Source: an optimization exercise on an open RTL-to-GDS flow (aim: small area, a short achievable clock period and few clock cycles). Production flows keep margins and buffers that such runs may drop. Only simulation tests tie the RTL to the original design; equivalence was not proved. No activity file was given, so power comes from the tool's default toggle rates.

--- design/flow/config.mk ---
export PLATFORM = sky130hd
export DESIGN_NAME = DataPath
export DESIGN_NICKNAME = DataPath
export VERILOG_FILES = /design/flow/design.v
export SDC_FILE = /design/flow/constraint.sdc
export NUM_CORES = 4
export LEC_CHECK = 0
export CAP_MARGIN = 20
export CORE_MARGIN = 2
export CORE_UTILIZATION = 40
export PLACE_DENSITY = 0.6
export SLEW_MARGIN = 20
--- design/flow/constraint.sdc ---
create_clock -name core_clock -period 20.0 [get_ports {clk}]
set_input_delay 4.0000 -clock core_clock [delete_from_list [all_inputs] [get_ports {clk}]]
set_output_delay 4.0000 -clock core_clock [all_outputs]
set_load 0.01 [all_outputs]
--- design/flow/design.v ---
module ALU(input [31:0] a, input [31:0] b, input sub, input [2:0] f3, input arith,
 output [31:0] sum, output [31:0] res);
wire [32:0] s = {1'b0, a} + {1'b0, b ^ {32{sub}}} + {32'b0, sub};
assign sum = s[31:0];
wire ltu = ~s[32];
wire lt = (a[31] ^ b[31]) ? a[31] : s[31];
wire left = ~f3[2];
wire [31:0] arev;
genvar i;
generate for (i = 0; i < 32; i = i + 1) begin : rv
 assign arev[i] = a[31-i];
end endgenerate
wire [31:0] shin = left ? arev : a;
wire fill = arith & a[31] & ~left;
wire signed [32:0] shs = {fill, shin};
wire [32:0] shx = shs >>> b[4:0];
wire [31:0] shr = shx[31:0];
wire [31:0] shl;
generate for (i = 0; i < 32; i = i + 1) begin : rv2
 assign shl[i] = shr[31-i];
end endgenerate
reg [31:0] r;
always @(*) begin
 case (f3)
 3'b000: r = sum;
 3'b001: r = shl;
 3'b010: r = {31'b0, lt};
 3'b011: r = {31'b0, ltu};
 3'b100: r = a ^ b;
 3'b101: r = shr;
 3'b110: r = a | b;
 default: r = a & b;
 endcase
end
assign res = r;
endmodule
module BranchCmp(input [31:0] a, input [31:0] b, input [2:0] f3, output taken);
wire eq = (a == b);
wire ltu = a < b;
wire lt = (a[31] ^ b[31]) ? a[31] : ltu;
wire c = f3[2] ? (f3[1] ? ltu : lt) : eq;
assign taken = c ^ f3[0];
endmodule
module RegFile(input clk, input rst,
 input [4:0] ra1, input [4:0] ra2, output [31:0] rd1, output [31:0] rd2,
 input we, input [4:0] wa, input [31:0] wd);
reg [31:0] r [1:31];
reg [31:1] v;
wire [31:1] wsel, s1, s2;
genvar gi;
generate for (gi = 1; gi < 32; gi = gi + 1) begin : row
 assign wsel[gi] = we & (wa == gi);
 assign s1[gi] = v[gi] & (ra1 == gi);
 assign s2[gi] = v[gi] & (ra2 == gi);
 always @(posedge clk)
  if (wsel[gi]) r[gi] <= wd;
end endgenerate
always @(posedge clk or posedge rst)
 if (rst) v <= 31'b0;
 else v <= v | wsel;
reg [31:0] o1, o2;
integer i;
always @(*) begin
 o1 = 32'b0;
 o2 = 32'b0;
 for (i = 1; i < 32; i = i + 1) begin
  o1 = o1 | ({32{s1[i]}} & r[i]);
  o2 = o2 | ({32{s2[i]}} & r[i]);
 end
end
assign rd1 = o1;
assign rd2 = o2;
endmodule
module LoadAlign(input [31:0] w, input [1:0] a, input [2:0] f3, output [31:0] d);
wire [15:0] h = a[1] ? w[31:16] : w[15:0];
wire [7:0] b = a[0] ? h[15:8] : h[7:0];
wire sgn = ~f3[2] & (f3[0] ? h[15] : b[7]);
assign d = f3[1] ? w : f3[0] ? {{16{sgn}}, h} : {{24{sgn}}, b};
endmodule
module StoreLanes(input [31:0] v, input [1:0] a, input [1:0] sz, output [31:0] wdata, output [3:0] strb);
assign wdata = sz[1] ? v : sz[0] ? {2{v[15:0]}} : {4{v[7:0]}};
assign strb = sz[1] ? 4'b1111 : sz[0] ? (a[1] ? 4'b1100 : 4'b0011) :
 (4'b0001 << a);
endmodule
module DataPath(input clk, input rst,
 output [31:0] imem_addr, input [31:0] imem_rdata,
 output [31:0] dmem_addr, output [31:0] dmem_wdata, output [3:0] dmem_wstrb,
 input [31:0] dmem_rdata,
 output halted);
reg [31:2] fa;       
reg dv;              
wire [31:2] pcd = fa - 30'd1;
reg ev;              
reg [31:2] pce;      
reg [31:0] ra, rb;   
reg [4:0] rd;
reg [31:0] imm;
reg [2:0] f3;
reg e_lui, e_auipc, e_jal, e_jalr, e_br, e_ld, e_st, e_wr, e_halt, e_brs2, e_sub, e_arith;
reg m_ld, w_ld;      
reg m_wr, w_wr;      
reg [4:0] m_rd, w_rd;
reg [2:0] m_f3, w_f3;
reg [1:0] m_a, w_a;
reg [31:2] ma;       
reg [31:0] wd;       
reg [3:0] ws;        
reg halt_r;
assign imem_addr = {fa, 2'b00};
assign dmem_addr = {ma, m_a};
assign dmem_wdata = wd;
assign dmem_wstrb = ws;
assign halted = halt_r;
wire [31:0] x = imem_rdata;
wire [4:0] xo = x[6:2];
wire x_lui   = ~xo[4] &  xo[3] &  xo[2] &  xo[0];
wire x_auipc = ~xo[4] & ~xo[3] &  xo[2] &  xo[0];
wire x_op    = ~xo[4] &  xo[3] &  xo[2] & ~xo[0];
wire x_opimm = ~xo[4] & ~xo[3] &  xo[2] & ~xo[0];
wire x_load  = ~xo[4] & ~xo[3] & ~xo[2] & ~xo[0];
wire x_store = ~xo[4] &  xo[3] & ~xo[2];
wire x_br    =  xo[4] & ~xo[2] & ~xo[0];
wire x_jalr  =  xo[4] & ~xo[2] & ~xo[1] & xo[0];
wire x_jal   =  xo[4] &  xo[1];
wire x_sys   =  xo[4] &  xo[2];
wire x_u1 = x_load | x_store | x_opimm | x_op | x_br | x_jalr;
wire x_u2 = x_br | x_store | x_op;
wire [2:0] x_f3 = x[14:12];
wire [4:0] x_rs1 = x[19:15];
wire [4:0] x_rs2 = x[24:20];
wire fU = x_lui | x_auipc;
wire fJ = x_jal;
wire fB = x_br;
wire fS = x_store;
wire fI = x_load | x_opimm | x_jalr;
wire [31:0] x_imm;
assign x_imm[31:20] = fU ? x[31:20] : {12{x[31]}};
assign x_imm[19:12] = (fU | fJ) ? x[19:12] : {8{x[31]}};
assign x_imm[11] = fU ? 1'b0 : fB ? x[7] : fJ ? x[20] : x[31];
assign x_imm[10:5] = fU ? 6'b0 : x[30:25];
assign x_imm[4:1] = fU ? 4'b0 : (fS | fB) ? x[11:8] : x[24:21];
assign x_imm[0] = fI ? x[20] : fS ? x[7] : 1'b0;
wire [31:0] x_ra, x_rb;
wire rf_we;
wire [4:0] rf_wa;
wire [31:0] rf_wd;
RegFile RF(clk, rst, x_rs1, x_rs2, x_ra, x_rb, rf_we, rf_wa, rf_wd);
wire e_go = ev & ~halt_r;
wire [31:0] opb = e_brs2 ? rb : imm;
wire [31:0] sum, alu_res;
ALU alu(ra, opb, e_sub, f3, e_arith, sum, alu_res);
wire br_t;
BranchCmp bc(ra, rb, f3, br_t);
wire [31:2] pc_imm = pce + imm[31:2];
wire [31:2] pc_4 = pce + 30'd1;
wire jalr_go = e_go & e_jalr;
wire pc_go = e_go & e_br & br_t;
wire redirect = jalr_go | pc_go;
wire ld_go = e_go & e_ld;
wire jal_e = e_go & e_jal;
wire hold = ld_go;
wire drop = dv & ld_go & (rd != 5'd0) &
 ((x_u1 & (x_rs1 == rd)) | (x_u2 & (x_rs2 == rd)));
wire [11:2] jal_lo = pcd[11:2] + {x[20], x[30:22]};
wire jal_d = dv & x_jal;
wire [31:2] fa_seq = drop ? pcd : jal_e ? pc_imm + 30'd1 :
 jal_d ? {fa[31:12], jal_lo} : hold ? fa : fa + 30'd1;
wire [31:2] fa_n = jalr_go ? sum[31:2] : pc_go ? pc_imm : fa_seq;
wire e_alu = ~(e_lui | e_auipc | e_jal | e_jalr);
wire [31:0] e_oth = e_lui ? imm : e_auipc ? {pc_imm, 2'b00} : {pc_4, 2'b00};
wire [31:0] ld_val;
LoadAlign LA(dmem_rdata, w_a, w_f3, ld_val);
assign rf_we = w_wr | (e_go & e_wr);
assign rf_wa = w_ld ? w_rd : rd;
wire [31:0] wb_oth = w_ld ? ld_val : e_oth;
assign rf_wd = (e_alu & ~w_ld) ? alu_res : wb_oth;
wire [31:0] st_data;
wire [3:0] st_strb;
StoreLanes SL(rb, sum[1:0], f3[1:0], st_data, st_strb);
wire e_kill = e_go & e_wr;
always @(posedge clk or posedge rst) begin
 if (rst) begin
  fa <= 30'd0;
  dv <= 1'b0;
  ev <= 1'b0;
  m_ld <= 1'b0; w_ld <= 1'b0;
  m_wr <= 1'b0; w_wr <= 1'b0;
  ws <= 4'b0;
  halt_r <= 1'b0;
 end else begin
  fa <= fa_n;
  dv <= ~(redirect | drop | jal_d | hold);
  ev <= dv & ~(redirect | drop);
  m_ld <= ld_go;
  m_wr <= ld_go & (rd != 5'd0);
  w_ld <= m_ld;
  w_wr <= m_wr & ~(e_kill & (rd == m_rd));
  ws <= (e_go & e_st) ? st_strb : 4'b0;
  halt_r <= halt_r | (e_go & e_halt);
 end
end
always @(posedge clk) begin
 pce <= pcd;
 ra <= (rf_we & (x_rs1 == rf_wa) & (rf_wa != 5'd0)) ? rf_wd : x_ra;
 rb <= (rf_we & (x_rs2 == rf_wa) & (rf_wa != 5'd0)) ? rf_wd : x_rb;
 rd <= x[11:7];
 imm <= x_imm;
 f3 <= x_f3;
 e_lui <= x_lui;
 e_auipc <= x_auipc;
 e_jal <= x_jal;
 e_jalr <= x_jalr;
 e_br <= x_br;
 e_ld <= x_load;
 e_st <= x_store;
 e_wr <= x_op | x_opimm | x_lui | x_auipc | x_jal | x_jalr;
 e_halt <= x_sys & x[20];
 e_brs2 <= x_op | x_br;
 e_sub <= x_br | ((x_op | x_opimm) & (x_f3[2:1] == 2'b01)) | (x_op & x[30] & (x_f3 == 3'b000));
 e_arith <= x[30];
 ma <= sum[31:2];
 wd <= st_data;
 m_rd <= rd;
 m_f3 <= f3;
 m_a <= sum[1:0];
 w_rd <= m_rd;
 w_f3 <= m_f3;
 w_a <= m_a;
end
endmodule
--- design/flow/flow/run.sh ---
#!/bin/bash
set -euo pipefail
bash standard.sh SETUP_SLACK_MARGIN=15 TNS_END_PERCENT=5 SKIP_GATE_CLONING=1 finish > make_finish.log 2>&1
--- design/flow/standard.sh ---
#!/bin/bash
# synth_recipe.tcl (not shown) runs the flow's synth.tcl, then flattens the netlist and writes it again
# the make line also repeats each setting of config.mk as NAME=value (left out here)
make -C /OpenROAD-flow-scripts/flow DESIGN_CONFIG=/design/flow/config.mk WORK_HOME=/design/flow/orfs CLKGATE_MAP_FILE= SYNTH_SCRIPT=/design/flow/synth_recipe.tcl "${@:-finish}"
==> run summary, run 1 <==
Power and ir drop
The worst-case IR drop observed on VDD is 0.0869 mV. In this run the static leakage power is 0.0282 uW. Summing internal, switching and leakage power gives 8410 uW. The power per standard cell area is 106 nW/um^2.

Clock tree
Clock tree synthesis selected as its root buffer the cell clkbuf_16. The post-CTS clock slew at the launch and capture registers of the worst setup and hold paths is 0.06 ns. The hold buffer count at CTS is 0. The clock tree synthesis step divided the H-tree into 4 levels. Counting the buffers created by CTS gives 139. The clock sink total is 1,292. The maximum root-to-sink buffer count is 3. The clock reaches the later pin of the worst-skew pair after 0.84 ns. TritonCTS built the clock tree.

STA
Across all setup checks in the final design, the least slack found is 14.17 ns. The fraction of the cycle the final worst path needs is 29.1%. Setup repair after global routing could not meet its margin everywhere. The maximum clock frequency is 172 MHz. The number of hold-slack violations in the final timing report came to 0.

Headroom to the max-slew limit came out at 18.8%. The count of final max-slew check failures is 0. The pin slew with the least headroom to its limit is 1.21 ns. Hold timing on the final database bottoms out at a slack of 0.330 ns. The minimum clock period after layout is 5.83 ns. The worst clock skew is 0.0490 ns. The final total negative setup slack is 0 ns. Setup violations remaining at the end of the flow were counted as 0.

Hold path
The worst min-delay path category is reg2reg. The startpoint identified for the worst hold timing path is m_f3[2]$_DFF_P_. The cell depth of the worst hold path is 0. The end point of the most critical hold path is w_f3[2]$_DFF_P_.

Die
The core footprint is 161,000 um^2. The die outline width is 407 um. For this configuration, the core starts out at a cell density of 40.4%. The die span in y is 407 um. 167 I/O pins were placed. The floorplan has 147 rows. The floorplan step defined a die boundary enclosing 166,000 um^2.

Finish
The net count of the finished layout is 6,096. The layout cell share with drive strength beyond 1 is 18.8%. For this run, the share of the core covered by cells in the final layout is 49.1%. Relative to the synthesized area, the layout overhead comes to 21.7%.

After filler insertion, the fill cell instance count of the layout stands at 14,000. Leaving out fill and tap cells, the most frequent cells in the layout are edfxtp_1, a22o_1, a221oi_1. The library cell used most frequently in the layout, excluding fill and tap cells, is edfxtp_1.

Detailed routing
For this run, the detailed router's first-pass iteration total came to 13. In the routed layout, each cell is associated on average with a via count of 7.36. The routed design has 337,000 um of wire.

The detail route stage leaves a number of antenna-violating nets equal to 0. After detailed routing, the average wire length per cell comes to 41.4 um. The vias after detailed routing is 60,000. The detailed-route DRC error count is 0.

The initial DRC count is 11,700.

Logic synthesis
The number of unique standard cell types used by synthesis is 106. The average footprint of a synthesized cell is 11.6 um^2. The number of enable flip-flop cells after synthesis is 992. The synthesized netlist occupies a cell area of 65,000 um^2. In the synthesized netlist the dominant register cell turns out to be edfxtp_1. Counting every instance in the synthesized netlist gives 5,576. The Yosys step of the flow raised 4 warnings.

Counting flops and latches in the post-synthesis netlist gives 1,292. The share of async-settable or async-resettable flops after synthesis is 5.57%. The register area share after synthesis is 55.7%.

Worst setup path
The critical setup path kind is in2reg. Along the worst path, the maximum fanout reaches 19. The startpoint identified for the worst register-to-register timing path is e_brs2$_DFF_P_. For the worst setup path, the data arrival time is 6.50 ns. The cell count of the worst reg-to-reg path is 18. The worst setup path is captured at a flip-flop. For flop-to-flop paths, the worst setup slack is 14.70 ns.

The worst reg2reg path endpoint is RF.r[1][24]$_DFFE_PP_. The worst setup path is launched from an input port. For the worst setup path, the data required time is 20.67 ns.

Place
The global placer's final weighted congestion is 1.01. Prior to clock tree synthesis, the placed netlist has a worst setup slack of 11.79 ns. The count of buffers from port buffering is 162. After legalization and detailed placement, the total HPWL measured 189,000 um.

Global routing
Entering global routing, the biggest net connects 56 pins. The initial antenna violation count was 20. The total global routing track utilization is 39.5%. The global-route wire length before repair is 452,000 um. The total congestion overflow is 0. The number of global-route vias before repair was 54,600.

Status
The flow ran to the end and the layout has no timing, DRC or antenna violations.

Flow run
Max-cap violations in this run came to 0.
==> final cells by class <==
cell class | count | area (um^2) | share of cell area, %
flip-flops and latches | 1292 | 36200 | 45.8
multi-input cells | 3676 | 28500 | 36.0
repair buffers | 587 | 6380 | 8.07
clock buffers | 183 | 3760 | 4.75
well taps | 2160 | 2700 | 3.42
clock inverters | 71 | 855 | 1.08
inverters | 162 | 664 | 0.840
diodes | 22 | 55.1 | 0.0696
==> critical path, cell delays in order <==
cell and delay [ns]:
buf_6 0.13, nand2_1 0.07, nor2_1 0.11, and3_4 0.41
buf_6 0.29, a22o_1 0.31, a221oi_2 0.34, nand4_1 0.22
nor4_2 0.44, a21oi_1 0.08
==> logic make-up after synthesis <==
| logic type | share of synthesized area [%] |
|---|---|
| multiplexers | 3.04 |
| adder cells (fa/ha/maj) | 3.35 |
| buffers and inverters | 3.61 |
| AO/OA/AOI/OAI | 21.5 |
| AND/OR/NAND/NOR | 10.0 |
| flip-flops | 55.7 |
| XOR/XNOR | 2.80 |
| other | 0.00577 |
==> where the power goes <==
part | switching [uW] | total [uW] | internal (uW)
combinational | 1550 | 2410 | 860
clock | 1170 | 2660 | 1490
sequential | 167 | 3340 | 3180
total | 2890 | 8410 | 5530
==> sequential cells by signal (all words and copies together) (netlist names), 5 cells and up <==
name	cells
ra	32
RF.r	992
m_rd	5
w_rd	5
rd	5
ma	30
imm	32
wd	32
pce	30
rb	32
RF.v	31
fa	30
==> per-stage QoR <==
stage               instance area [um^2]  instances
detailed placement                 69500       7627
floorplan                          65200       5577
global route                       79000       8132
finish                             79100       8153
CTS                                78400       8102
global placement                   69500       7627
==> how the worst max path moves through the flow <==
stage,startpoint,to,slack [ns],depth (start not counted)
floorplan,imem_rdata[22],fa[8]$_DFFE_PP0P_,14.01,12
global placement,dmem_rdata[31],RF.r[21][10]$_DFFE_PP_,11.79,9
detailed placement,dmem_rdata[31],RF.r[25][10]$_DFFE_PP_,11.79,9
CTS,fa[24]$_DFFE_PP0P_,imem_addr[24],14.43,1
global route,imem_rdata[17],ra[3]$_DFF_P_,14.33,9
finish,imem_rdata[16],ra[29]$_DFF_P_,14.17,10
==> cell usage after synthesis (9+ instances only) <==
cell | n | share of area (%)
ha_1 | 169 | 3.3
o21ai_0 | 197 | 1.5
or2_2 | 42 | 0.40
nand4_1 | 126 | 1.2
nor3_1 | 102 | 0.79
inv_1 | 157 | 0.91
buf_2 | 14 | 0.11
dfrtp_1 | 72 | 2.8
or4_1 | 37 | 0.43
or3_1 | 27 | 0.26
o21bai_1 | 10 | 0.12
clkbuf_1 | 371 | 2.1
nor2_1 | 302 | 1.7
mux2_2 | 9 | 0.16
xnor2_1 | 138 | 1.9
o211ai_1 | 31 | 0.36
nand3_1 | 140 | 1.1
a222oi_1 | 65 | 1.0
a21oi_1 | 236 | 1.8
o21a_1 | 48 | 0.55
o22ai_1 | 27 | 0.26
mux4_2 | 24 | 0.83
a2111oi_0 | 10 | 0.13
edfxtp_1 | 992 | 46
mux2i_1 | 128 | 2.0
a31oi_1 | 36 | 0.35
o221ai_1 | 23 | 0.31
nor4_1 | 26 | 0.25
dfxtp_1 | 228 | 7.0
a22o_1 | 343 | 4.6
and3_1 | 92 | 0.89
a211oi_1 | 53 | 0.61
nand2_1 | 275 | 1.6
a221oi_1 | 365 | 4.9
nor3b_1 | 13 | 0.15
a211o_1 | 16 | 0.22
a22oi_1 | 228 | 2.6
nor2b_1 | 27 | 0.26
o21ai_1 | 10 | 0.077
nand2b_1 | 17 | 0.16
a21o_1 | 43 | 0.50
xor2_1 | 70 | 0.94
and2_1 | 24 | 0.23
buf_1 | 55 | 0.32
o31ai_1 | 12 | 0.14
==> metal layers <==
layer  global-route usage (%)  vias up  share of wire, %  wire length [um]
met5                        0        -             0.079               268
met4                     30.4       28                10             35200
met3                     19.1     2072                17             56900
met2                     55.1     6292                40            134000
met1                     46.4    28800                33            111000
li1                         -    22900                 -                 -
==> repair_timing <==
| item | 4_1_cts | 5_1_grt |
|---|---|---|
| buffers inserted | 221 | 28 |
| pin swaps | 113 | 29 |
| setup endpoints to repair | 1178 | 1185 |
| gates cloned | 0 | 0 |
| gates resized for setup | 721 | 91 |
Testbench counts, summed over its fixed seeds: cycles 15,745.
==> inputs of run 2 (changes only) <==
--- a/design/flow/design.v
+++ b/design/flow/design.v
@@ -72,9 +72,25 @@
 assign rd2 = o2;
 endmodule
-module LoadAlign(input [31:0] w, input [1:0] a, input [2:0] f3, output [31:0] d);
-wire [15:0] h = a[1] ? w[31:16] : w[15:0];
-wire [7:0] b = a[0] ? h[15:8] : h[7:0];
-wire sgn = ~f3[2] & (f3[0] ? h[15] : b[7]);
-assign d = f3[1] ? w : f3[0] ? {{16{sgn}}, h} : {{24{sgn}}, b};
+module LoadSel(input [1:0] a, input [2:0] f3, output [3:0] b0, output s1_l1,
+ output s1_l3, output s1_ext, output s2_w, output s2_ext, output [3:0] sg);
+wire wsz = f3[1];
+wire hsz = ~f3[1] & f3[0];
+wire bsz = ~f3[1] & ~f3[0];
+wire sgn = ~f3[2];
+assign b0 = wsz ? 4'b0001 : hsz ? (a[1] ? 4'b0100 : 4'b0001) : (4'b0001 << a);
+assign s1_l1 = wsz | (hsz & ~a[1]);
+assign s1_l3 = hsz & a[1];
+assign s1_ext = bsz;
+assign s2_w = wsz;
+assign s2_ext = ~wsz;
+assign sg = ~sgn ? 4'b0000 : hsz ? (a[1] ? 4'b1000 : 4'b0010) : bsz ? (4'b0001 << a) : 4'b0000;
+endmodule
+module LoadAlign(input [31:0] w, input [3:0] b0, input s1_l1, input s1_l3,
+ input s1_ext, input s2_w, input s2_ext, input [3:0] sg, output [31:0] d);
+wire ext = (sg[0] & w[7]) | (sg[1] & w[15]) | (sg[2] & w[23]) | (sg[3] & w[31]);
+assign d[7:0] = ({8{b0[0]}} & w[7:0]) | ({8{b0[1]}} & w[15:8]) |
+ ({8{b0[2]}} & w[23:16]) | ({8{b0[3]}} & w[31:24]);
+assign d[15:8] = ({8{s1_l1}} & w[15:8]) | ({8{s1_l3}} & w[31:24]) | {8{s1_ext & ext}};
+assign d[31:16] = ({16{s2_w}} & w[31:16]) | {16{s2_ext & ext}};
 endmodule
 module StoreLanes(input [31:0] v, input [1:0] a, input [1:0] sz, output [31:0] wdata, output [3:0] strb);
@@ -93,14 +109,19 @@
 reg ev;              
 reg [31:2] pce;      
-reg [31:0] ra, rb;   
+reg [31:0] ra;       
+reg [31:0] rb;       
 reg [4:0] rd;
-reg [31:0] imm;
+reg [31:0] imm;      
 reg [2:0] f3;
-reg e_lui, e_auipc, e_jal, e_jalr, e_br, e_ld, e_st, e_wr, e_halt, e_brs2, e_sub, e_arith;
+reg e_lui, e_auipc, e_jal, e_jalr, e_br, e_ld, e_st, e_wr, e_halt, e_sub, e_arith;
+reg e_o1, e_o2;      
+reg e_jd;            
 reg m_ld, w_ld;      
 reg m_wr, w_wr;      
 reg [4:0] m_rd, w_rd;
-reg [2:0] m_f3, w_f3;
-reg [1:0] m_a, w_a;
+reg [2:0] m_f3;
+reg [1:0] m_a;
+reg [3:0] w_b0, w_sg;   
+reg w_s1l1, w_s1l3, w_s1x, w_s2w, w_s2x;
 reg [31:2] ma;       
 reg [31:0] wd;       
@@ -147,5 +168,5 @@
 RegFile RF(clk, rst, x_rs1, x_rs2, x_ra, x_rb, rf_we, rf_wa, rf_wd);
 wire e_go = ev & ~halt_r;
-wire [31:0] opb = e_brs2 ? rb : imm;
+wire [31:0] opb = rb;
 wire [31:0] sum, alu_res;
 ALU alu(ra, opb, e_sub, f3, e_arith, sum, alu_res);
@@ -155,28 +176,40 @@
 wire [31:2] pc_4 = pce + 30'd1;
 wire jalr_go = e_go & e_jalr;
-wire pc_go = e_go & e_br & br_t;
+wire br_go = e_go & e_br & br_t;
+wire skip = br_go & e_o2 & dv;
+wire pc_go = (br_go & ~e_o1 & ~skip) | (e_go & e_jal & ~e_jd & ~e_o1);
 wire redirect = jalr_go | pc_go;
 wire ld_go = e_go & e_ld;
-wire jal_e = e_go & e_jal;
+wire jal_e = e_go & e_jal & e_jd;
 wire hold = ld_go;
 wire drop = dv & ld_go & (rd != 5'd0) &
  ((x_u1 & (x_rs1 == rd)) | (x_u2 & (x_rs2 == rd)));
-wire [11:2] jal_lo = pcd[11:2] + {x[20], x[30:22]};
-wire jal_d = dv & x_jal;
-wire [31:2] fa_seq = drop ? pcd : jal_e ? pc_imm + 30'd1 :
- jal_d ? {fa[31:12], jal_lo} : hold ? fa : fa + 30'd1;
-wire [31:2] fa_n = jalr_go ? sum[31:2] : pc_go ? pc_imm : fa_seq;
+wire x_jshort = (x[31:25] == 7'd0) & (x[21:12] == 10'd0);
+wire x_j4 = x_jshort & (x[24:22] == 3'd1);
+wire x_jd = x_jal & x_jshort & ~x_j4;
+wire [3:0] jal_l3 = {1'b0, pcd[4:2]} + {1'b0, x[24:22]};
+wire [11:5] pcd_hi1 = pcd[11:5] + 7'd1;
+wire [11:2] jal_lo = {jal_l3[3] ? pcd_hi1 : pcd[11:5], jal_l3[2:0]};
+wire jal_d = dv & x_jd;
+wire [31:2] fa_seq = jal_d ? {fa[31:12], jal_lo} :
+ drop ? pcd : jal_e ? pc_imm + 30'd1 : hold ? fa : fa + 30'd1;
+wire [31:2] fa_n = jalr_go ? sum[31:2] : pc_go ? pc_imm : skip ? fa + 30'd1 : fa_seq;
 wire e_alu = ~(e_lui | e_auipc | e_jal | e_jalr);
 wire [31:0] e_oth = e_lui ? imm : e_auipc ? {pc_imm, 2'b00} : {pc_4, 2'b00};
+wire [3:0] ls_b0, ls_sg;
+wire ls_s1l1, ls_s1l3, ls_s1x, ls_s2w, ls_s2x;
+LoadSel LS(m_a, m_f3, ls_b0, ls_s1l1, ls_s1l3, ls_s1x, ls_s2w, ls_s2x, ls_sg);
 wire [31:0] ld_val;
-LoadAlign LA(dmem_rdata, w_a, w_f3, ld_val);
+LoadAlign LA(dmem_rdata, w_b0, w_s1l1, w_s1l3, w_s1x, w_s2w, w_s2x, w_sg, ld_val);
 assign rf_we = w_wr | (e_go & e_wr);
 assign rf_wa = w_ld ? w_rd : rd;
-wire [31:0] wb_oth = w_ld ? ld_val : e_oth;
-assign rf_wd = (e_alu & ~w_ld) ? alu_res : wb_oth;
+assign rf_wd = w_ld ? ld_val : e_alu ? alu_res : e_oth;
 wire [31:0] st_data;
 wire [3:0] st_strb;
-StoreLanes SL(rb, sum[1:0], f3[1:0], st_data, st_strb);
+StoreLanes SL(imm, sum[1:0], f3[1:0], st_data, st_strb);
 wire e_kill = e_go & e_wr;
+wire x_brs2 = x_op | x_br;
+wire byp1 = rf_we & (x_rs1 == rf_wa) & (rf_wa != 5'd0);
+wire byp2 = rf_we & (x_rs2 == rf_wa) & (rf_wa != 5'd0);
 always @(posedge clk or posedge rst) begin
  if (rst) begin
@@ -190,6 +223,6 @@
  end else begin
   fa <= fa_n;
-  dv <= ~(redirect | drop | jal_d | hold);
-  ev <= dv & ~(redirect | drop);
+  dv <= ~(redirect | drop | (jal_d & ~skip) | hold);
+  ev <= dv & ~(redirect | drop | skip);
   m_ld <= ld_go;
   m_wr <= ld_go & (rd != 5'd0);
@@ -202,8 +235,8 @@
 always @(posedge clk) begin
  pce <= pcd;
- ra <= (rf_we & (x_rs1 == rf_wa) & (rf_wa != 5'd0)) ? rf_wd : x_ra;
- rb <= (rf_we & (x_rs2 == rf_wa) & (rf_wa != 5'd0)) ? rf_wd : x_rb;
+ ra <= byp1 ? rf_wd : x_ra;
+ rb <= x_brs2 ? (byp2 ? rf_wd : x_rb) : x_imm;
+ imm <= x_store ? (byp2 ? rf_wd : x_rb) : x_imm;
  rd <= x[11:7];
- imm <= x_imm;
  f3 <= x_f3;
  e_lui <= x_lui;
@@ -216,5 +249,7 @@
  e_wr <= x_op | x_opimm | x_lui | x_auipc | x_jal | x_jalr;
  e_halt <= x_sys & x[20];
- e_brs2 <= x_op | x_br;
+ e_o1 <= (x_imm == 32'd4);
+ e_jd <= x_jd;
+ e_o2 <= (x_imm == 32'd8);
  e_sub <= x_br | ((x_op | x_opimm) & (x_f3[2:1] == 2'b01)) | (x_op & x[30] & (x_f3 == 3'b000));
  e_arith <= x[30];
@@ -225,6 +260,11 @@
  m_a <= sum[1:0];
  w_rd <= m_rd;
- w_f3 <= m_f3;
- w_a <= m_a;
-end
-endmodule
+ w_b0 <= ls_b0;
+ w_sg <= ls_sg;
+ w_s1l1 <= ls_s1l1;
+ w_s1l3 <= ls_s1l3;
+ w_s1x <= ls_s1x;
+ w_s2w <= ls_s2w;
+ w_s2x <= ls_s2x;
+end
+endmodule
==> design/flow/flow/run.sh (replaced) <==
#!/bin/bash
# Own layout flow: the standard ORFS layout (standard.sh) on the design's
# clock and constraints, with these changes to how the layout is made:
# - the port buffers are buf_4 (by default buffer_ports picked a slow delay
#   buffer), and sizing may change a cell's footprint.
# make's full output goes to make_finish.log here; ORFS's per-step logs are
# under orfs/logs.
set -euo pipefail
bash standard.sh SETUP_SLACK_MARGIN=15 TNS_END_PERCENT=5 SKIP_GATE_CLONING=1 \
  "BUFFER_PORTS_ARGS=-buffer_cell sky130_fd_sc_hd__buf_4" MATCH_CELL_FOOTPRINT=0 \
  finish > make_finish.log 2>&1
==> run summary, run 2 <==
Status
The run finished with no timing, DRC or antenna violations.

Die
The standard-cell row count is 149 (+1.4%). The initial cell density of the core was 40.3% (-0.052 points). The floorplan die area is 170,000 um^2 (+2.4%). The die span in y was 412 um (+1.2%). The core footprint was 165,000 um^2 (+2.5%). The number of primary I/O pins is 167 (unchanged). The die outline width is 412 um (+1.2%).

STA
The final total negative setup slack is 0 ns (unchanged). Setup repair after global routing could not meet its margin everywhere. The number of endpoints failing setup at the final stage was 0 (unchanged). The max-slew headroom at the worst pin is 18.0% (-0.85 points).

The number of hold-slack violations in the final timing report was 0 (unchanged). The fraction of the cycle the final worst path needs was 29.4% (+0.23 points). The maximum clock frequency was 170 MHz (-0.80%). The worst clock skew was 0.0818 ns (+0.0328 ns).

The pin slew with the least headroom to its limit was 1.22 ns (+0.0127 ns). The count of final max-slew check failures is 0 (unchanged). The minimum clock period after layout was 5.88 ns (+0.0467 ns). The worst hold slack after final layout came to 0.345 ns (+0.0149 ns).

Detailed routing
The mean number of vias per cell is 7.54 (+2.4%). The iteration count of the initial detailed-routing pass is 11 (-2). The detailed-route DRC error count is 0 (unchanged).

The post-detailed-route wirelength per cell was 42.3 um (+2.4%). The initial DRC count came to 13,600 (+16%). The total routed wirelength is 355,000 um (+5.3%). The number of nets still failing antenna checks after routing came to 0 (unchanged). The vias after detailed routing is 63,200 (+5.3%).

Clock tree
The insertion delay to the later sink of the worst-skew pair is 0.85 ns (about the same). The number of buffers created by CTS was 140 (+0.72%). The tree is rooted in a clkbuf_16. The post-CTS clock slew at the launch and capture registers of the worst setup and hold paths is 0.06 ns (about the same). The number of H-tree branching levels is 4 (unchanged). The clock sink total was 1,302 (+0.77%). The hold buffer count at CTS came to 0 (unchanged). The CTS tree is yes. The maximum root-to-sink buffer count was 3 (unchanged).

Worst setup path
The buffering stage count on the worst path with inverters included is 7 (+5). The signal on the critical path passes through buf_16 > buf_4 > nor2b_4 > and3_4 > buf_16 > buf_16 > buf_4 > buf_4 > a22oi_1 > nand4_1 > nor3_2 > nand2_1 > o21ai_2 > buf_6 > mux2i_1. STA classifies the critical path endpoint as a flip-flop. The critical setup path kind is in2reg. Following the worst setup path forward leads to its endpoint at imm[22]$_DFF_P_. The cell count of the worst reg-to-reg path is 14 (-4).

The kind of cell with the highest combined delay on the critical path is buffers and inverters. The register-to-register setup slack came to 14.40 ns (-0.30 ns). The beginning of the worst register-to-register path is ra[15]$_DFF_P_. The critical path required time is 20.72 ns (+0.05 ns).

The critical path's largest stage delay was 0.32 ns (-0.12 ns). The startpoint type of the worst setup path is an input port. The slowest cell on the critical path is and3_4.

The arrival time of the worst setup path is 6.59 ns (+0.09 ns). The count of cell instances traversed by the critical path came to 15 (+5). The worst reg2reg path endpoint is fa[23]$_DFFE_PP0P_.

In this run the worst setup path begins at imem_rdata[23]. The worst-path maximum fanout is 8 (-11).

Logic synthesis
The synthesized-area fraction occupied by ao, oa, aoi and oai cells is 21.6% (+0.12 points). The fraction of the mapped netlist area in simple logic gates is 10.7% (+0.67 points). The number of unique standard cell types used by synthesis is 125 (+18%). The leading cell type by number of instances after synthesis is edfxtp_1. The share of async-settable or async-resettable flops after synthesis is 5.53% (-0.043 points). The arithmetic-cell share of the synthesized area counting full adders, half adders and majority gates came to 3.18% (-0.17 points). The fraction of post-synthesis cell area in the top cell type by area came to 44.8% (-1.1 points). The count of warnings emitted by yosys is 4 (unchanged).

The largest family of logic cells by synthesized area is compound AO/OA/AOI/OAI gates. The share of cell area taken by muxes after synthesis is 3.49% (+0.45 points). Among all flip-flop cells after synthesis, the most frequent one is edfxtp_1. Yosys attributes the largest share of cell area to edfxtp_1, dfxtp_1, a221oi_1, a22o_1, a22oi_1.

The number of enable flip-flop cells after synthesis was 992 (unchanged). The flop and latch count out of synthesis is 1,302 (+0.77%). The post-synthesis cell type with the largest combined area is edfxtp_1.

The netlist area before placement is 66,500 um^2 (+2.4%). The register area share after synthesis is 54.7% (-1.0 points). The xor/xnor cell area share of the yosys netlist is 2.74% (-0.069 points). The synthesized instance count is 5,700 (+2.2%).

The commonest cells after synthesis are edfxtp_1, clkbuf_1, nand2_1, a22oi_1, a221oi_1. The average footprint of a synthesized cell is 11.7 um^2 (+0.16%).

Hold path
The worst min-delay path category is reg2reg. The worst hold path begins at m_rd[2]$_DFF_P_.

Finish
The number of flip-flops in the largest register was 992 (unchanged). The library cell used most frequently in the layout, excluding fill and tap cells, is edfxtp_1. The net count of the finished layout is 6,281 (+3.0%). The area taken by multi-input logic gates came to 30,200 um^2 (+6.2%). The layout cell share with drive strength beyond 1 is 24.0% (+5.2 points).

The count of filler cells inserted in the layout is 14,200 (+1.7%). The sequential cell area is 36,400 um^2 (+0.50%). The signed area change from the synthesized netlist to the final layout is 23.8%. Leaving out fill and tap cells, the most frequent cells in the layout are edfxtp_1, buf_4, nand2_1.

The finished layout cell area is 82,300 um^2 (+4.1%). The register name with the most flops is RF.r.

Place
The count of buffers from port buffering is 162 (unchanged). The global placer's final weighted congestion is 1.02 (+1.2%). The area of placed instances was 70,600 um^2 (+1.6%). The post-DP HPWL is 198,000 um (+4.6%).

Global routing
The global routing stage identified its most utilized layer as met2. The global routing usage on met1 was 47.1% (+0.71 points). The number of global-route vias before repair is 57,300 (+5.0%). The pin count of the biggest net entering global routing is 66 (+18%). The initial antenna violation count was 35 (+75%). The global-route wire length before repair is 466,000 um (+3.2%). The total global routing track utilization is 39.6% (+0.094 points).

The met3 track demand over resource is 18.6% (-0.44 points). The total congestion overflow was 0 (unchanged). The global-route track usage on met2 is 54.6% (-0.47 points).

Power and ir drop
The power per standard cell area came to 101 nW/um^2 (-5.5%). The worst voltage drop across the vdd grid is 0.102 mV (+18%). The static leakage is 0.0297 uW (+5.1%).

Flow run
The reported max-cap violation count came to 0 (unchanged).
[run 2: changes by cell type after synthesis, moves of 26 or more]
cell	previous run	this run
a22o_1	343	285
o21ai_0	197	167
inv_1	157	123
xnor2_1	138	102
a221oi_1	365	309
xor2_1	70	102
a22oi_1	228	310
a222oi_1	65	91
nor2_1	302	271
nand2_1	275	353
or4_1	37	11
mux2i_1	128	68
[run 2: cell type report]
type | instances | share of cell area [%]
Sequential cell | 1302 | 44.2
Multi-Input combinational cell | 3804 | 36.7
Timing Repair Buffer | 670 | 9.24
Clock buffer | 171 | 4.53
Tap cell | 2189 | 3.33
Clock inverter | 88 | 1.25
Inverter | 130 | 0.649
Antenna cell | 31 | 0.0942
[run 2: kinds of logic after synthesis]
group / Yosys count
DFF: 1302
other: 1
xor gates and xnor gates: 206
adders and majority gates: 167
muxes: 154
and+or+nand+nor: 1396
AOI/OAI and AO/OA: 1879
buffers and inverters: 595
[run 2: routing by layer]
| metal | vias up | part of all wire (%) |
|---|---|---|
| met1 | 30300 | 33 |
| met5 | - | 0.29 |
| met2 | 6910 | 39 |
| li1 | 23700 | - |
| met4 | 37 | 11 |
| met3 | 2272 | 17 |
[run 2: repair_timing]
| action | CTS | global route |
|---|---|---|
| pin swaps | 144 | 83 |
| gates resized for setup | 571 | 182 |
| endpoints found under the setup margin | 690 | 942 |
| setup buffers | 222 | 101 |
[run 2: stage by stage]
stage | setup WS, ns | power, uW | std cells | util [%]
final | 14.12 | 8280 | 8385 | 49.9
after global routing | 14.29 | 8470 | 8360 | 49.9
after CTS | 14.43 | 8130 | 8252 | 48.6
after detailed placement | 11.95 | 5390 | 7771 | 42.8
after global placement | 11.99 | 5380 | 7771 | 42.8
after floorplan | 13.91 | 4600 | 5701 | -
[run 2: worst min-delay path by stage]
stage | cells past startpoint | slack, ns | endpoint
after floorplan | 0 | 0.33 | m_rd[0]$_DFF_P_
after global placement | 0 | 0.34 | w_ld$_DFF_PP0_
after detailed placement | 0 | 0.34 | w_ld$_DFF_PP0_
after CTS | 0 | 0.35 | w_rd[2]$_DFF_P_
after global routing | 0 | 0.36 | w_ld$_DFF_PP0_
final | 0 | 0.35 | w_rd[2]$_DFF_P_
[run 2: power breakdown]
part | internal, uW | switching [uW]
Combinational | 730 | 1400
Sequential | 3190 | 232
Clock | 1520 | 1210
Total | 5440 | 2840
Testbench counts of run 2, summed over its fixed seeds: cycles 15,183.
==> inputs of run 3 (changes only) <==
==> design/flow/flow/run.sh (replaced) <==
#!/bin/bash
# Own layout flow: the standard ORFS layout (standard.sh) on the design's
# clock and constraints, with these changes to how the layout is made:
# - the port buffers are buf_4 (by default buffer_ports picked a slow delay
#   buffer), and sizing may change a cell's footprint.
# - clock tree sinks are clustered 20 to a buffer (fewer clock buffers).
# make's full output goes to make_finish.log here; ORFS's per-step logs are
# under orfs/logs.
set -euo pipefail
bash standard.sh SETUP_SLACK_MARGIN=15 TNS_END_PERCENT=0 SKIP_GATE_CLONING=1 \
  "BUFFER_PORTS_ARGS=-buffer_cell sky130_fd_sc_hd__buf_4" MATCH_CELL_FOOTPRINT=0 \
  CTS_CLUSTER_SIZE=20 CTS_CLUSTER_DIAMETER=60 \
  finish > make_finish.log 2>&1
==> run summary, run 3 <==
Status
The flow ran to the end and the layout has no timing, DRC or antenna violations.

Logic synthesis
The average footprint of a synthesized cell is 11.7 um^2 (unchanged). By area the synthesized netlist is led by edfxtp_1, dfxtp_1, a221oi_1, a22o_1, a22oi_1. The count of warnings emitted by yosys is 4 (unchanged). The main flop type after synthesis is edfxtp_1. The fraction of post-synthesis cell area in the top cell type by area was 44.8% (unchanged).

The netlist area before placement is 66,500 um^2 (unchanged). The number of unique standard cell types used by synthesis was 125 (unchanged). In the synthesized netlist, the cells that appear most often are edfxtp_1, clkbuf_1, nand2_1, a22oi_1, a221oi_1. The flop and latch count out of synthesis came to 1,302 (unchanged). The synthesized instance count is 5,700 (unchanged). The register area share after synthesis is 54.7% (unchanged). The number of enable flip-flop cells after synthesis came to 992 (unchanged). edfxtp_1 takes more of the synthesized area than any other cell.

The leading cell type by number of instances after synthesis is edfxtp_1. The share of async-settable or async-resettable flops after synthesis came to 5.53% (unchanged).

Clock tree
The number of buffers created by CTS was 96 (-31%). TritonCTS built the clock tree. The clock tree root driver cell is clkbuf_16. The number of H-tree branching levels is 3 (-1). The hold buffer count at CTS is 0 (unchanged). The clock sink total was 1,302 (unchanged). The post-CTS clock slew at the launch and capture registers of the worst setup and hold paths is 0.08 ns (+0.02 ns). The maximum root-to-sink buffer count is 3 (unchanged). The insertion delay to the later sink of the worst-skew pair was 0.82 ns (-0.03 ns).

STA
The count of final max-slew check failures came to 0 (unchanged). The number of hold-slack violations in the final timing report is 0 (unchanged). The worst clock skew is 0.0988 ns (+0.0170 ns). The least setup slack across all paths after layout came to 14.06 ns (-0.0619 ns). The number of endpoints failing setup at the final stage is 0 (unchanged). The fraction of the cycle the final worst path needs is 29.7% (+0.31 points). The minimum clock period after layout is 5.94 ns (+0.0619 ns). The max-slew headroom at the worst pin was 13.3% (-4.6 points). Setup repair after global routing could not meet its margin everywhere. The final total negative setup slack was 0 ns (unchanged). The maximum clock frequency is 168 MHz (-1.0%). The pin slew with the least headroom to its limit is 1.30 ns (+0.0754 ns).

Finish
The layout cell share with drive strength beyond 1 is 18.5% (-5.5 points). The net count of the finished layout is 6,034 (-3.9%). Leaving out fill and tap cells, the most frequent cell in the layout is edfxtp_1.

The number of flip-flops in the largest register is 992 (unchanged). The signed area change from the synthesized netlist to the final layout is 15.5%. RF.r holds more flip-flops than any other register.

Leaving out fill and tap cells, the most frequent cells in the layout are edfxtp_1, buf_4, nand2_1.

Global routing
The total congestion overflow is 0 (unchanged). The number of global-route vias before repair is 55,600 (-3.0%). The total global routing track utilization is 39.2% (-0.36 points). The global-route wire length before repair was 461,000 um (-1.1%). The pin count of the biggest net entering global routing is 66 (unchanged). The initial antenna violation count came to 18 (-49%).

Detailed routing
The vias after detailed routing came to 60,700 (-4.0%). The post-detailed-route wirelength per cell was 42.6 um (+0.62%). The iteration count of the initial detailed-routing pass is 12 (+1). The initial DRC count is 12,600 (-6.9%). The total routed wirelength was 344,000 um (-3.1%). The detailed-route DRC error count came to 0 (unchanged). The mean number of vias per cell came to 7.51 (-0.33%). The number of nets still failing antenna checks after routing is 0 (unchanged).

Place
The post-DP HPWL came to 205,000 um (+3.6%). The global placer's final weighted congestion is 1.03 (+1.1%). The worst slack at placement came to 11.84 ns (-0.105 ns).

The count of buffers from port buffering is 162 (unchanged).

Die
The number of primary I/O pins was 167 (unchanged). The initial cell density of the core is 40.3% (unchanged). The die outline width is 412 um (unchanged).

The core footprint is 165,000 um^2 (unchanged). The standard-cell row count is 149 (unchanged). The die span in y is 412 um (unchanged). The floorplan die area is 170,000 um^2 (unchanged).

Power and ir drop
The static leakage came to 0.0272 uW (-8.5%). The worst voltage drop across the vdd grid was 0.0810 mV (-21%). The power per standard cell area is 99.3 nW/um^2 (-1.2%).

Worst setup path
The worst-path maximum fanout was 22 (+14). The worst setup path is launched from an input port. The capturing element type of the critical path is a flip-flop. The arrival time of the worst setup path came to 6.60 ns (about the same).

The critical setup path kind is in2reg. The critical path required time is 20.66 ns (-0.06 ns).

Flow run
The reported max-cap violation count is 0 (unchanged).

Hold path
The min-delay analysis places its worst path in the category reg2reg.
[run 3: path summary, 6_finish.rpt]
path	cells after the start	slack [ns]	endpoint	startpoint
max	9	14.06	ra[18]$_DFF_P_	imem_rdata[19]
min	0	0.36	w_ld$_DFF_PP0_	m_ld$_DFF_PP0_
max reg2reg	13	14.31	fa[29]$_DFFE_PP0P_	rb[3]$_DFF_P_
min reg2reg	0	0.36	w_ld$_DFF_PP0_	m_ld$_DFF_PP0_
max in group asynchronous	3	15.54	ws[3]$_DFF_PP0_	rst
min in group asynchronous	2	3.30	w_wr$_DFF_PP0_	rst
[run 3: area by class of cell]
class                      instances  area [um^2]
tap                             2189         2740
fill                           14800        88200
multi-input combinational       3804        29300
sequential                      1302        36400
clock inverter                    64          830
inverter                         130          538
timing repair buffer             467         4520
clock buffer                     105         2460
antenna                           13         32.5
[run 3: metal layers]
| metal | vias to the layer above | share of wire (%) | track usage, % |
|---|---|---|---|
| met5 | - | 0.10 | 0.678 |
| met4 | 32 | 10 | 28.3 |
| met3 | 1954 | 16 | 17.2 |
| met2 | 6319 | 40 | 55.3 |
| met1 | 29300 | 34 | 47.4 |
| li1 | 23100 | - | - |
[run 3: repair_timing]
action / CTS / global route
endpoints found under the hold margin: 0 / 0
setup endpoints to repair: 953 / 1128
resized for setup: 446 / 10
pin swaps: 86 / 6
buffers inserted: 124 / 1
[run 3: critical path: stages]
cell and delay (ns):
buf_4 0.24, nand2_1 0.08, nor2_1 0.31, and3_4 0.57
buf_8 0.42, a221oi_1 0.17, and3_1 0.19, nand4_1 0.09
o32a_1 0.47
[run 3: power by group]
part / switching, uW / internal [uW]
Combinational: 1400 / 704
Sequential: 237 / 3180
Clock: 1110 / 1000
Total: 2740 / 4880
[run 3: through the flow]
stage | hold WS, ns | std cells | total power [uW] | cell area (um^2) | util, %
4_1_cts | 0.361 | 8059 | 7520 | 76700 | 46.5
2_1_floorplan | 0.329 | 5701 | 4600 | 66600 | -
3_3_place_gp | 0.336 | 7766 | 5420 | 70500 | 42.7
3_5_place_dp | 0.343 | 7766 | 5430 | 70500 | 42.7
5_1_grt | 0.376 | 8062 | 7810 | 76800 | 46.5
6_report | 0.357 | 8074 | 7620 | 76800 | 46.5
[run 3: logic make-up (layout without fill, tap and decap cells)]
kind of cell    Yosys count  after routing  synth area share, %
compound gates         1879           1879                 21.6
xor+xnor                206            206                 2.74
fa+ha+maj               167            167                 3.18
buf+inv                 595            766                 3.60
flops                  1302           1302                 54.7
mux                     154            154                 3.49
other cells               1             15              0.00564
simple gates           1396           1396                 10.7
==> inputs of run 4 (changes only) <==
--- a/design/flow/flow/run.sh
+++ b/design/flow/flow/run.sh
@@ -8,5 +8,5 @@
 # under orfs/logs.
 set -euo pipefail
-bash standard.sh SETUP_SLACK_MARGIN=15 TNS_END_PERCENT=0 SKIP_GATE_CLONING=1 \
+bash standard.sh SETUP_SLACK_MARGIN=15 TNS_END_PERCENT=2 SKIP_GATE_CLONING=1 \
   "BUFFER_PORTS_ARGS=-buffer_cell sky130_fd_sc_hd__buf_4" MATCH_CELL_FOOTPRINT=0 \
   CTS_CLUSTER_SIZE=20 CTS_CLUSTER_DIAMETER=60 \
==> run summary, run 4 <==
Global routing
The total congestion overflow is 0 (unchanged). The pin count of the biggest net entering global routing is 56 (-15%). The total global routing track utilization was 39.7% (+0.44 points).

The global-route wire length before repair is 466,000 um (+1.0%). The number of global-route vias before repair is 55,900 (+0.42%). The initial antenna violation count is 29 (+11).

Worst setup path
The arrival time of the worst setup path is 6.52 ns (-0.08 ns). The capturing element type of the critical path is a flip-flop. The critical setup path kind is in2reg.

STA classifies the critical path startpoint as an input port. The worst-path maximum fanout is 22 (unchanged). The critical path required time is 20.61 ns (-0.05 ns).

STA
The max-slew headroom at the worst pin is 14.7% (+1.4 points). The pin slew with the least headroom to its limit is 1.27 ns (-0.0291 ns). The fraction of the cycle the final worst path needs is 29.6% (-0.14 points). The maximum clock frequency came to 169 MHz (+0.46%). The least setup slack across all paths after layout was 14.09 ns (+0.0275 ns). The final total negative setup slack came to 0 ns (unchanged). The minimum clock period after layout is 5.91 ns (-0.0275 ns). The count of final max-slew check failures came to 0 (unchanged). The number of endpoints failing setup at the final stage came to 0 (unchanged).

The worst clock skew is 0.0917 ns (-0.00717 ns). The number of hold-slack violations in the final timing report is 0 (unchanged). Setup repair after global routing could not meet its margin everywhere.

Power and ir drop
The static leakage is 0.0278 uW (+2.5%). The portion of total power attributed to the clock network came to 28.8% (+1.2 points). The share of power burned in combinational logic was 27.3% (-0.3 points).

The switching power is 2790 uW (+1.9%). The worst voltage drop across the vdd grid came to 0.0824 mV (+1.7%). The proportion of power drawn by flip-flops and latches is 44.0% (-0.8 points). The internal power of the cells is 4990 uW (+2.1%). The power per standard cell area is 99.5 nW/um^2 (+0.22%). The switching share of power was 35.9% (-0.056 points).

Die
The initial cell density of the core is 40.3% (unchanged). The die span in y is 412 um (unchanged). The standard-cell row count is 149 (unchanged). The number of primary I/O pins is 167 (unchanged). The core footprint is 165,000 um^2 (unchanged). The die outline width is 412 um (unchanged). The floorplan die area came to 170,000 um^2 (unchanged).

Flow run
The reported max-cap violation count is 0 (unchanged).

Detailed routing
The detailed-route DRC error count is 0 (unchanged). The iteration count of the initial detailed-routing pass is 12 (unchanged). The number of nets still failing antenna checks after routing is 0 (unchanged). The vias after detailed routing was 61,200 (+0.87%). The post-detailed-route wirelength per cell came to 42.7 um (+0.28%). The initial DRC count is 12,500 (-0.89%). The mean number of vias per cell came to 7.50 (-0.13%). The total routed wirelength is 348,000 um (+1.3%).

Logic synthesis
The average footprint of a synthesized cell was 11.7 um^2 (unchanged). The share of async-settable or async-resettable flops after synthesis is 5.53% (unchanged). The register area share after synthesis is 54.7% (unchanged).

The most used flip-flop cell after synthesis is edfxtp_1. The number of unique standard cell types used by synthesis came to 125 (unchanged). The synthesized instance count is 5,700 (unchanged). The count of warnings emitted by yosys is 4 (unchanged). The fraction of post-synthesis cell area in the top cell type by area is 44.8% (unchanged). The commonest cells after synthesis are edfxtp_1, clkbuf_1, nand2_1, a22oi_1, a221oi_1.

The netlist area before placement was 66,500 um^2 (unchanged). The number of enable flip-flop cells after synthesis is 992 (unchanged). The flop and latch count out of synthesis is 1,302 (unchanged).

Sorting the synthesized cells by area gives the leading types as edfxtp_1, dfxtp_1, a221oi_1, a22o_1, a22oi_1. Yosys instantiated no cell more often than edfxtp_1. The post-synthesis cell type with the largest combined area is edfxtp_1.

Clock tree
The post-CTS clock slew at the launch and capture registers of the worst setup and hold paths is 0.07 ns (about the same). The maximum root-to-sink buffer count came to 3 (unchanged). The clock tree root driver cell is clkbuf_16. The number of H-tree branching levels is 3 (unchanged). The insertion delay to the later sink of the worst-skew pair is 0.83 ns (about the same). TritonCTS built the clock tree. The hold buffer count at CTS is 0 (unchanged). The clock sink total is 1,302 (unchanged). The number of buffers created by CTS is 103 (+7.3%).

Finish
The fraction of the core area covered by cells at the end of the flow was 47.4% (+0.83 points). Counting flops per register, the top entry is RF.r. The count of filler cells inserted in the layout is 14,600 (-1.3%). The number of flip-flops in the largest register came to 992 (unchanged). The signed area change from the synthesized netlist to the final layout is 17.5%. The net count of the finished layout is 6,091 (+0.94%). The most common library cell in the layout ignoring fill and taps is edfxtp_1. The layout cell share with drive strength beyond 1 is 20.4% (+1.9 points).

In the layout the commonest cells are edfxtp_1, buf_4, nand2_1.

Status
The flow ran to the end and the layout has no timing, DRC or antenna violations.

Place
The worst slack at placement was 11.93 ns (+0.0871 ns). The post-DP HPWL is 206,000 um (+0.77%). The count of buffers from port buffering was 162 (unchanged). The global placer's final weighted congestion is 1.05 (+2.4%).

Hold path
The worst min-delay path category is reg2reg.
==> run 4: cells by family (layout without fill, tap and decap cells) <==
kind of cell	after synthesis	in the layout	synth area share, %
buf+inv	595	832	3.60
mux	154	154	3.49
fa+ha+maj	167	167	3.18
other cells	1	30	0.00564
compound gates	1879	1879	21.6
xor+xnor	206	206	2.74
flops	1302	1302	54.7
simple gates	1396	1396	10.7
==> run 4: timing repair <==
item	4_1_cts	5_1_grt
setup buffers	154	12
cloned	0	0
pin swaps	104	56
setup endpoints to repair	846	1097
gates resized for setup	513	71
==> run 4: power groups by stage <==
stage / Combinational [uW] / Clock [uW] / Sequential, uW
after global placement: 1960 / 0 / 3460
final: 2120 / 2240 / 3420
after detailed placement: 1970 / 0 / 3460
after global routing: 2220 / 2320 / 3420
after CTS: 2030 / 2230 / 3410
after floorplan: 1250 / 0 / 3350
==> run 4: worst paths after layout <==
path	to	cells after the start	start	slack, ns
max	ra[6]$_DFF_P_	10	imem_rdata[18]	14.09
min	w_ld$_DFF_PP0_	0	m_ld$_DFF_PP0_	0.35
max reg2reg	rb[3]$_DFF_P_	12	f3[2]$_DFF_P_	14.23
min reg2reg	w_ld$_DFF_PP0_	0	m_ld$_DFF_PP0_	0.35
max in group asynchronous	fa[24]$_DFFE_PP0P_	3	rst	15.54
min in group asynchronous	RF.v[11]$_DFF_PP0_	2	rst	3.31
==> run 4: worst max-delay path, cell delays in order <==
cell and delay [ns]:
buf_6 0.14, nor3_4 0.27, buf_4 0.15, and3_4 0.45
buf_6 0.49, a22o_1 0.26, a221oi_1 0.06, nand4_1 0.15
nor3_2 0.06, a21oi_1 0.38
==> run 4: metrics by stage <==
| step | cells | hold slack (ns) | instance area, um^2 | power (uW) |
|---|---|---|---|---|
| 2_1_floorplan | 5701 | 0.329 | 66600 | 4600 |
| 3_3_place_gp | 7776 | 0.332 | 70500 | 5420 |
| 6_report | 8155 | 0.349 | 78200 | 7780 |
| 4_1_cts | 8115 | 0.353 | 77600 | 7670 |
| 3_5_place_dp | 7776 | 0.336 | 70500 | 5430 |
| 5_1_grt | 8133 | 0.369 | 78100 | 7970 |
==> run 4: cell type report <==
cell class / instances / area, um^2 / area share [%]
antenna: 28 / 70.1 / 0.0896
clock buffer: 119 / 2710 / 3.47
clock inverter: 66 / 905 / 1.16
inverter: 130 / 538 / 0.688
multi-input combinational: 3804 / 29700 / 37.9
sequential: 1302 / 36400 / 46.5
tap: 2189 / 2740 / 3.50
timing repair buffer: 517 / 5170 / 6.61
==> run 4: routing by layer <==
layer	wire (um)	up-vias	global-route usage [%]
met5	453	-	0.763
met4	36500	26	29.7
met3	57400	2064	17.0
met2	138000	6484	55.8
met1	116000	29400	47.9
li1	-	23200	-
==> inputs of run 5 (changes only) <==
--- a/design/flow/design.v
+++ b/design/flow/design.v
@@ -1,8 +1,11 @@
 module ALU(input [31:0] a, input [31:0] b, input sub, input [2:0] f3, input arith,
- output [31:0] sum, output [31:0] res);
+ output [31:0] sum, output [31:0] res, output br_t);
 wire [32:0] s = {1'b0, a} + {1'b0, b ^ {32{sub}}} + {32'b0, sub};
 assign sum = s[31:0];
 wire ltu = ~s[32];
 wire lt = (a[31] ^ b[31]) ? a[31] : s[31];
+wire eq = (a == b);
+wire c = f3[2] ? (f3[1] ? ltu : lt) : eq;
+assign br_t = c ^ f3[0];
 wire left = ~f3[2];
 wire [31:0] arev;
@@ -34,11 +37,4 @@
 end
 assign res = r;
-endmodule
-module BranchCmp(input [31:0] a, input [31:0] b, input [2:0] f3, output taken);
-wire eq = (a == b);
-wire ltu = a < b;
-wire lt = (a[31] ^ b[31]) ? a[31] : ltu;
-wire c = f3[2] ? (f3[1] ? ltu : lt) : eq;
-assign taken = c ^ f3[0];
 endmodule
 module RegFile(input clk, input rst,
@@ -170,7 +166,6 @@
 wire [31:0] opb = rb;
 wire [31:0] sum, alu_res;
-ALU alu(ra, opb, e_sub, f3, e_arith, sum, alu_res);
 wire br_t;
-BranchCmp bc(ra, rb, f3, br_t);
+ALU alu(ra, opb, e_sub, f3, e_arith, sum, alu_res, br_t);
 wire [31:2] pc_imm = pce + imm[31:2];
 wire [31:2] pc_4 = pce + 30'd1;
==> run summary, run 5 <==
Logic synthesis
Among all cell types in the netlist, the one instantiated most often is edfxtp_1. The synthesized design spends more area on one cell type than any other, namely edfxtp_1. The number of enable flip-flop cells after synthesis is 992 (unchanged).

The share of async-settable or async-resettable flops after synthesis came to 5.53% (unchanged). The number of unique standard cell types used by synthesis was 101 (-19%). The average footprint of a synthesized cell is 11.7 um^2 (+0.13%). In the synthesized netlist, the cells that appear most often are edfxtp_1, clkbuf_1, a22oi_1, a221oi_1, a22o_1. Among all flip-flop cells after synthesis, the most frequent one is edfxtp_1. The register area share after synthesis was 56.2% (+1.5 points). In the post-synthesis netlist, the biggest area contributors are edfxtp_1, dfxtp_1, a221oi_1, a22oi_1, a22o_1. The netlist area before placement came to 64,700 um^2 (-2.6%). The synthesized instance count is 5,542 (-2.8%).

The count of warnings emitted by yosys is 4 (unchanged). The flop and latch count out of synthesis was 1,302 (unchanged). The fraction of post-synthesis cell area in the top cell type by area is 46.0% (+1.2 points).

Global routing
The total congestion overflow is 0 (unchanged). The global-route wire length before repair was 443,000 um (-5.0%). The pin count of the biggest net entering global routing was 73 (+30%).

The number of global-route vias before repair is 53,900 (-3.5%). The total global routing track utilization came to 38.8% (-0.83 points). The initial antenna violation count is 17 (-41%).

Worst setup path
The register-to-register setup slack is 14.45 ns (+0.22 ns). The arrival time of the worst setup path is 6.60 ns (+0.08 ns). The worst-path maximum fanout is 23 (+4.5%).

The signal on the critical path passes through buf_16 > nand2_1 > nor3_2 > buf_4 > buf_6 > a22o_1 > a221oi_1 > nand4_1 > nor3_4 > nand2_2 > o21ai_2 > o21ai_0. The endpoint identified for the worst register-to-register timing path is ra[29]$_DFF_P_. Tracing the worst setup path back leads to its startpoint at imem_rdata[21].

The cell count of the worst reg-to-reg path is 14 (+2). STA classifies the critical path endpoint as a flip-flop. The critical path ends at rb[8]$_DFF_P_. In this run the critical register-to-register path is launched from e_sub$_DFF_P_. The critical path is of the in2reg type. For this design, the slowest cell found on the critical path is nor3_4. The critical path required time is 20.58 ns (-0.03 ns). The critical path's largest stage delay was 0.46 ns (-0.03 ns). The startpoint type of the worst setup path is an input port.

Finish
The count of filler cells inserted in the layout is 14,000 (-4.4%). The number of flip-flops in the largest register was 992 (unchanged). The layout cell share with drive strength beyond 1 is 22.4% (+2.0 points). The area taken by multi-input logic gates is 28,400 um^2 (-4.3%). The net count of the finished layout is 6,045 (-0.76%).

Leaving out fill and tap cells, the most frequent cell in the layout is edfxtp_1. The fraction of the core area covered by cells at the end of the flow is 49.0% (+1.6 points). In the layout the commonest cells are edfxtp_1, buf_4, a22oi_1. More flip-flops sit in one register than any other, and that register is RF.r. The sequential cell area came to 36,400 um^2 (about the same).

Relative to the synthesized area, the layout overhead comes to 21.4%.

STA
The minimum clock period after layout is 6.03 ns (+0.116 ns). The max-slew headroom at the worst pin was 16.8% (+2.1 points). The number of hold-slack violations in the final timing report is 0 (unchanged).

The worst clock skew is 0.0916 ns (-0.000113 ns). Setup repair after global routing could not meet its margin everywhere. The fraction of the cycle the final worst path needs is 30.1% (+0.58 points).

The maximum clock frequency is 166 MHz (-1.9%). The pin slew with the least headroom to its limit is 1.23 ns (-0.0373 ns). The count of final max-slew check failures is 0 (unchanged). The final total negative setup slack is 0 ns (unchanged). The number of endpoints failing setup at the final stage is 0 (unchanged).

Die
The die span in y was 406 um (-1.3%). The die outline width was 406 um (-1.3%). The number of primary I/O pins came to 167 (unchanged).

The initial cell density of the core is 40.3% (about the same). The core footprint is 161,000 um^2 (-2.7%). The standard-cell row count is 147 (-1.3%).

The floorplan die area came to 165,000 um^2 (-2.6%).

Clock tree
The clock sink total is 1,302 (unchanged). The number of buffers created by CTS is 99 (-3.9%). CTS placed an instance of clkbuf_16 at the clock tree root.

The insertion delay to the later sink of the worst-skew pair was 0.80 ns (-0.03 ns). The maximum root-to-sink buffer count came to 3 (unchanged). The number of H-tree branching levels is 3 (unchanged). The CTS tree is yes. The post-CTS clock slew at the launch and capture registers of the worst setup and hold paths was 0.08 ns (about the same).

Place
The count of buffers from port buffering is 162 (unchanged). The global placer's final weighted congestion was 1.01 (-4.3%). The post-DP HPWL was 193,000 um (-6.6%).

Power and ir drop
The proportion of power drawn by flip-flops and latches is 44.8% (+0.8 points). The portion of total power attributed to the clock network is 28.1% (-0.7 points). The static leakage is 0.0283 uW (+1.7%).

The share of power burned in combinational logic is 27.1% (-0.2 points). The internal power of the cells was 4920 uW (-1.3%). The power per standard cell area came to 96.8 nW/um^2 (-2.8%).

The switching power is 2680 uW (-3.8%). The worst voltage drop across the vdd grid was 0.0801 mV (-2.8%). The switching share of power is 35.3% (-0.60 points).

Detailed routing
The mean number of vias per cell was 7.43 (-1.1%). The vias after detailed routing is 60,100 (-1.8%). The number of nets still failing antenna checks after routing came to 0 (unchanged).

The detailed-route DRC error count was 0 (unchanged). The initial DRC count is 13,500 (+7.4%). The post-detailed-route wirelength per cell came to 41.8 um (-2.2%). The total routed wirelength came to 338,000 um (-2.9%).

The iteration count of the initial detailed-routing pass is 17 (+5).

Flow run
The reported max-cap violation count is 0 (unchanged).

Hold path
The tightest min-delay check is of the reg2reg type.

Status
The run finished with no timing, DRC or antenna violations.
## run 5: changes by cell type after synthesis, sizes merged, moves of 22 or more
cell    delta
a22oi     +42
nand2     -73
buf       -31
a222oi    -23
o32a      -22
ha        -32
nand3     +33
nand4     -33
## run 5: routing by layer
metal	track usage [%]	share of wire, %	vias to the layer above
met5	1.43	0.24	-
met4	27.7	10	40
met3	17.3	17	2135
met2	54.9	39	6401
met1	46.7	33	28700
li1	-	-	22800
## run 5: worst max-delay path, delay by kind of cell
family,cells,cell delay (ns)
compound gates,4,0.85
simple gates,5,1.03
buf+inv,3,0.65
## run 5: cell type report
type | count | share of cell area (%)
Inverter | 119 | 0.579
Clock inverter | 69 | 1.10
Sequential cell | 1302 | 46.3
Tap cell | 2160 | 3.44
Antenna cell | 17 | 0.0541
Clock buffer | 106 | 3.24
Timing Repair Buffer | 655 | 9.23
Multi-Input combinational cell | 3667 | 36.1
## run 5: metrics by stage
stage          hold slack (ns)  setup WS [ns]  area, um^2  total power (uW)  cells
6_report                 0.368          13.97       78600              7610   8095
5_1_grt                  0.381          14.06       78600              7820   8079
4_1_cts                  0.367          14.11       76200              7480   7952
3_5_place_dp             0.337          12.19       69000              5360   7607
3_3_place_gp             0.337          12.20       68900              5350   7606
2_1_floorplan            0.326          13.83       64900              4550   5543
## run 5: power groups by stage
stage	sequential (uW)	combinational (uW)	clock, uW
after global placement	3460	1890	0
after floorplan	3380	1170	0
final	3410	2060	2140
after global routing	3420	2170	2230
after detailed placement	3450	1900	0
after CTS	3400	1960	2130
## run 5: kinds of logic (layout without fill, tap and decap cells)
logic type	count (synthesis)	in the layout	share of synthesized area, %
adders and majority gates	135	135	2.64
other	1	19	0.00579
AOI/OAI and AO/OA	1857	1857	21.4
xor gates and xnor gates	203	203	2.76
and+or+nand+nor	1299	1299	9.98
muxes	171	171	3.65
buffers and inverters	574	949	3.44
DFF	1302	1302	56.2
## run 5: worst min-delay path by stage
| stage | to | depth (start not counted) | from | slack [ns] |
|---|---|---|---|---|
| 3_3_place_gp | w_ld$_DFF_PP0_ | 0 | m_ld$_DFF_PP0_ | 0.34 |
| 5_1_grt | w_rd[1]$_DFF_P_ | 0 | m_rd[1]$_DFF_P_ | 0.38 |
| 6_report | w_ld$_DFF_PP0_ | 0 | m_ld$_DFF_PP0_ | 0.37 |
| 3_5_place_dp | w_ld$_DFF_PP0_ | 0 | m_ld$_DFF_PP0_ | 0.34 |
| 4_1_cts | w_rd[1]$_DFF_P_ | 0 | m_rd[1]$_DFF_P_ | 0.37 |
| 2_1_floorplan | m_f3[2]$_DFF_P_ | 0 | f3[2]$_DFF_P_ | 0.33 |
## run 5: repair_timing
item / in CTS / in global routing
buffers inserted: 170 / 126
endpoints found under the hold margin: 0 / 0
gates resized for setup: 490 / 248
pin swaps: 96 / 90
endpoints found under the setup margin: 868 / 892
hold buffers: 0 / 0
Testbench counts of run 5, summed over its fixed seeds: cycles 15,183.

## port drivers added, routing unchanged
Ports are ideal in the flow. The routed layouts listed here were re-timed in OpenROAD.
Step 1 (the two cells are an assumption about what drives the block):
set clk [get_ports {clk}]
set_driving_cell -lib_cell sky130_fd_sc_hd__clkbuf_16 $clk
set_driving_cell -lib_cell sky130_fd_sc_hd__buf_2 [delete_from_list [all_inputs] $clk]
Step 2 also shifts input and output timing later by t, the mid clock arrival at the registers, as if the neighbouring blocks saw the same clock.
Slacks: ideal ports / drivers / drivers and shift; pairs: ideal ports / drivers.
run | shift t [ns] | setup WS [ns] | hold WS [ns] | slew at the worst register clock pin (ns) | pins driven straight from the clock port
run 1 | 0.905 | 14.170 / 14.226 / 13.320 | 0.330 / 0.330 / 0.330 | 0.07 / 0.07 | 1
run 2 | 0.893 | 14.123 / 14.145 / 13.252 | 0.345 / 0.345 / 0.345 | 0.08 / 0.08 | 1
run 3 | 0.852 | 14.062 / 14.121 / 13.270 | 0.357 / 0.357 / 0.357 | 0.09 / 0.09 | 1
run 4 | 0.867 | 14.089 / 14.143 / 13.276 | 0.349 / 0.349 / 0.349 | 0.09 / 0.09 | 1
run 5 | 0.844 | 13.973 / 13.996 / 13.152 | 0.368 / 0.368 / 0.368 | 0.09 / 0.09 | 1
After both steps every run listed still meets setup and hold. The setup slack of run 2, which loses most, moves by +0.022 ns with the drivers and by -0.871 ns with both steps.
